Background: an optimization exercise with open tools, aiming at small area. Do not read the settings as production practice. Function was checked by simulation only, so behaviour that the tests miss may differ from the original. No activity file was given, so power comes from the tool's default toggle rates.

## old
## si570_compute
module si570_compute
(
    input         clk, resetn,
    input  [47:0] si570_regs_in,
    input         start,
    output        idle,
    output [47:0] si570_regs_out
);
    wire [2:0]  hs_reg = si570_regs_in[47:45];
    wire [6:0]  n1_reg = si570_regs_in[44:38];
    wire [37:0] rf     = si570_regs_in[37:0];
    reg        busy;
    reg [37:0] ring;           
    reg        carry;
    reg [5:0]  ph;             
    reg [5:0]  st;             
    reg [6:0]  rem1n;          
    reg [3:0]  rem2n;          
    wire p2     = (st == 6'd63);
    wire e27    = (ph == 6'd27);
    wire p1step = e27 && !p2;
    wire first  = e27 && p2;
    wire mask   = (st >= 6'd58);
    wire wr     = p2 && !e27;
    wire port   = p2 && (ph[5:3] == 3'd0) && (ph[2:1] != 2'd0);
    wire done   = p2 && (ph == 6'd6);
    wire wrap   = (ph == 6'd63) && !p2;
    wire ex  = ring[37];
    wire tap = ring[4] & ~mask;
    wire b = first ? carry : port ? rf[3'd6 - ph[2:0]] : ex;
    wire [7:0] v1 = {rem1n, ~b};
    wire [7:0] y1 = {1'b0, n1_reg};
    wire [8:0] c1;
    wire [7:0] s1;
    assign c1[0] = 1'b1;
    genvar i;
    generate for (i = 0; i < 8; i = i + 1) begin : g_div1
        assign s1[i]   = v1[i] ^ y1[i] ^ c1[i];
        assign c1[i+1] = (v1[i] & y1[i]) | (v1[i] & c1[i]) | (y1[i] & c1[i]);
    end endgenerate
    wire       q1n = c1[8];
    wire [6:0] r1n = q1n ? v1[6:0] : s1[6:0];
    wire [4:0] v2 = {rem2n, q1n};
    wire [4:0] y2 = {1'b0, hs_reg[2], ~hs_reg[2], hs_reg[1], hs_reg[0]};
    wire [5:0] c2;
    wire [4:0] s2;
    assign c2[0] = 1'b0;
  ...
Size: ~63 flip-flops, roughly 100 I/O pins, roughly 3000 µm² of cells after synthesis.
==> module si570_compute, before the edit <==
module si570_compute
(
    input         clk, resetn,
    input  [47:0] si570_regs_in,
    input         start,
    output        idle,
    output [47:0] si570_regs_out
);
    wire [2:0]  hs_reg = si570_regs_in[47:45];
    wire [6:0]  n1_reg = si570_regs_in[44:38];
    wire [37:0] rf     = si570_regs_in[37:0];
    reg        busy;
    reg [37:0] ring;           
    reg        carry;
    reg [5:0]  ph;             
    reg [5:0]  st;             
    reg [6:0]  rem1n;          
    reg [3:0]  rem2n;          
    wire p2     = (st == 6'd63);
    wire e27    = (ph == 6'd27);
    wire p1step = e27 && !p2;
    wire first  = e27 && p2;
    wire mask   = (st >= 6'd58);
    wire wr     = p2 && !e27;
    wire port   = p2 && (ph[5:3] == 3'd0) && (ph[2:1] != 2'd0);
    wire done   = p2 && (ph == 6'd6);
    wire wrap   = (ph == 6'd63) && !p2;
    wire ex  = ring[37];
    wire tap = ring[4] & ~mask;
    wire b = first ? carry : port ? rf[3'd6 - ph[2:0]] : ex;
    wire [7:0] v1 = {rem1n, ~b};
    wire [7:0] y1 = {1'b0, n1_reg};
    wire [8:0] c1;
    wire [7:0] s1;
    assign c1[0] = 1'b1;
    genvar i;
    generate for (i = 0; i < 8; i = i + 1) begin : g_div1
        assign s1[i]   = v1[i] ^ y1[i] ^ c1[i];
        assign c1[i+1] = (v1[i] & y1[i]) | (v1[i] & c1[i]) | (y1[i] & c1[i]);
    end endgenerate
    wire       q1n = c1[8];
    wire [6:0] r1n = q1n ? v1[6:0] : s1[6:0];
    wire [4:0] v2 = {rem2n, q1n};
    wire [4:0] y2 = {1'b0, hs_reg[2], ~hs_reg[2], hs_reg[1], hs_reg[0]};
    wire [5:0] c2;
    wire [4:0] s2;
    assign c2[0] = 1'b0;
    generate for (i = 0; i < 5; i = i + 1) begin : g_div2
        assign s2[i]   = v2[i] ^ y2[i] ^ c2[i];
        assign c2[i+1] = (v2[i] & y2[i]) | (v2[i] & c2[i]) | (y2[i] & c2[i]);
    end endgenerate
    wire       q   = ~c2[5];
    wire [3:0] r2n = c2[5] ? v2[3:0] : s2[3:0];
    wire sum  = ex ^ tap ^ carry;
    wire cout = (ex & tap) | (ex & carry) | (tap & carry);
    wire ent = p1step ? sum : wr ? q : ex;
    wire ld = start & ~busy;
    wire [37:0] ring_sh = {ring[36:0], ent};
    wire [37:0] ring_n = ({38{busy}} & ring_sh) | ({38{ld}} & {rf[36:0], rf[37]}) | ({38{~busy & ~start}} & ring);
    always @(posedge clk) begin
        ring  <= ring_n;
        if (ld) carry <= 1'b0;
        else if (p1step) carry <= cout;
        if (ld) ph <= 6'd28;
        else ph <= (ph + 6'd1) | {1'b0, wrap, wrap, 1'b0, wrap, wrap};
        if (ld) st <= 6'd24;
        else st <= st + {5'd0, wrap};
        rem1n <= p2 ? r1n : 7'h7f;
        rem2n <= p2 ? r2n : 4'hf;
        if (!resetn) busy <= 1'b0;
        else if (ld) busy <= 1'b1;
        else if (done) busy <= 1'b0;
    end
    assign idle = ~busy;
    assign si570_regs_out[37:0] = ring;
    assign si570_regs_out[47:38] = {3'd0, 7'd3};
endmodule
export LEC_CHECK = 0
export ABC_AREA = 1
export CAP_MARGIN = 20
export CORE_MARGIN = 2
export CORE_UTILIZATION = 60
export PLACE_DENSITY = 0.75
export SLEW_MARGIN = 20
create_clock -name core_clock -period 20.0 [get_ports {clk}]
standard.sh (not shown) runs the stock make flow with config.mk's settings and CLKGATE_MAP_FILE= SYNTH_SCRIPT=/design/flow/synth_recipe.tcl, a recipe that flattens the netlist after the stock synthesis.
==> flow/flow/run.sh <==
#!/bin/bash
set -euo pipefail
bash standard.sh synth > synth.log 2>&1
bash standard.sh \
  "SKIP_REPAIR_TIE_FANOUT=1" \
  "BUFFER_PORTS_ARGS=-buffer_cell sky130_fd_sc_hd__buf_1" \
  "CTS_ARGS=-sink_clustering_enable -repair_clock_nets -dont_use_dummy_load -buf_list sky130_fd_sc_hd__clkbuf_4" \
  finish > layout.log 2>&1
For new, these inputs were changed with respect to old:
--- a/flow/design.v
+++ b/flow/design.v
@@ -18,16 +18,17 @@
     reg [3:0]  rem2n;          
     wire p2     = (st == 6'd63);
-    wire e27    = (ph == 6'd27);
-    wire p1step = e27 && !p2;
-    wire first  = e27 && p2;
+    wire e0f    = (ph == 6'h0f);
+    wire p1step = e0f && !p2;
+    wire first  = e0f && p2;
     wire mask   = (st >= 6'd58);
-    wire wr     = p2 && !e27;
-    wire port   = p2 && (ph[5:3] == 3'd0) && (ph[2:1] != 2'd0);
-    wire done   = p2 && (ph == 6'd6);
-    wire wrap   = (ph == 6'd63) && !p2;
+    wire wr     = p2 && !e0f;
+    wire port   = p2 && (ph == 6'h3f || ph == 6'h3e || ph == 6'h3c || ph == 6'h38 || ph == 6'h30);
+    wire done   = p2 && (ph == 6'h30);
+    wire wrap   = (ph == 6'h17) && !p2;
+    wire [5:0] ph_n = {ph[4] & ~wrap, ph[3:0], ph[5] ^ ph[4]};
     wire ex  = ring[37];
     wire tap = ring[4] & ~mask;
-    wire b = first ? carry : port ? rf[3'd6 - ph[2:0]] : ex;
-    wire [7:0] v1 = {rem1n, ~b};
+    wire b = first ? carry : port ? (ph[0] ? rf[4] : ph[1] ? rf[3] : ph[2] ? rf[2] : ph[3] ? rf[1] : rf[0]) : ex;
+    wire [7:0] v1 = {rem1n, ~(b & p2)};
     wire [7:0] y1 = {1'b0, n1_reg};
     wire [8:0] c1;
@@ -39,5 +40,5 @@
         assign c1[i+1] = (v1[i] & y1[i]) | (v1[i] & c1[i]) | (y1[i] & c1[i]);
     end endgenerate
-    wire       q1n = c1[8];
+    wire       q1n = c1[8] | ~p2;    
     wire [6:0] r1n = q1n ? v1[6:0] : s1[6:0];
     wire [4:0] v2 = {rem2n, q1n};
@@ -50,6 +51,7 @@
         assign c2[i+1] = (v2[i] & y2[i]) | (v2[i] & c2[i]) | (y2[i] & c2[i]);
     end endgenerate
-    wire       q   = ~c2[5];
-    wire [3:0] r2n = c2[5] ? v2[3:0] : s2[3:0];
+    wire       q2n = c2[5] | ~p2;
+    wire       q   = ~q2n;
+    wire [3:0] r2n = q2n ? v2[3:0] : s2[3:0];
     wire sum  = ex ^ tap ^ carry;
     wire cout = (ex & tap) | (ex & carry) | (tap & carry);
@@ -62,10 +64,10 @@
         if (ld) carry <= 1'b0;
         else if (p1step) carry <= cout;
-        if (ld) ph <= 6'd28;
-        else ph <= (ph + 6'd1) | {1'b0, wrap, wrap, 1'b0, wrap, wrap};
+        if (ld) ph <= 6'h1e;
+        else ph <= ph_n;
         if (ld) st <= 6'd24;
         else st <= st + {5'd0, wrap};
-        rem1n <= p2 ? r1n : 7'h7f;
-        rem2n <= p2 ? r2n : 4'hf;
+        rem1n <= r1n;
+        rem2n <= r2n;
         if (!resetn) busy <= 1'b0;
         else if (ld) busy <= 1'b1;
==> comparison <==
Maximum resistive drop on vdd, old and new: larger value in old. Delta (new minus old): width of the chip now smaller; post-layout total power now smaller; total met3 wirelength after detailed routing now smaller; count of non-CTS inverters in the layout now larger. In the flow results for old and new, the die area is smaller on new. new against old: area of all placed cells without fillers shows a reduction of 1.8%; leakage power summed over all cells shows an increase of about 2.2%. A start point of the critical path of si570_regs_in[2] is what new shows, while si570_regs_in[7] belongs to old. Share of total power in sequential cells (lower): old. The proportion of total power due to net switching of new is lower than that of old. Cmp old and new / met1 usage in global routing / higher: old.

[afterwards: timing with drivers on the ports]
No port has a modelled driver above. Below, the same layouts with a new extraction and two added sets of constraints.
Step 1 (the two cells are an assumption about what drives the block):
set clk [get_ports {clk}]
set_driving_cell -lib_cell sky130_fd_sc_hd__clkbuf_16 $clk
set_driving_cell -lib_cell sky130_fd_sc_hd__buf_2 [delete_from_list [all_inputs] $clk]
Step 2 adds t to the input delays and takes it off the output delays; t is the mean of the earliest and latest rising clock arrival at the registers after step 1. Input paths then give back, and output paths get back, about the clock's delay inside the block.
a / b / c = ideal / step 1 / step 2; a / b = the first two.
| run | shift t [ns] | setup slack, ns | slew at the worst register clock pin (ns) |
|---|---|---|---|
| old | 0.404 | 10.776 / 10.772 / 10.368 | 0.11 / 0.11 |
| new | 0.394 | 11.109 / 11.114 / 10.720 | 0.10 / 0.10 |
After both steps setup and hold are still met in every run listed. The setup slack of old, which loses most, moves by -0.004 ns with the drivers and by -0.408 ns with both steps.
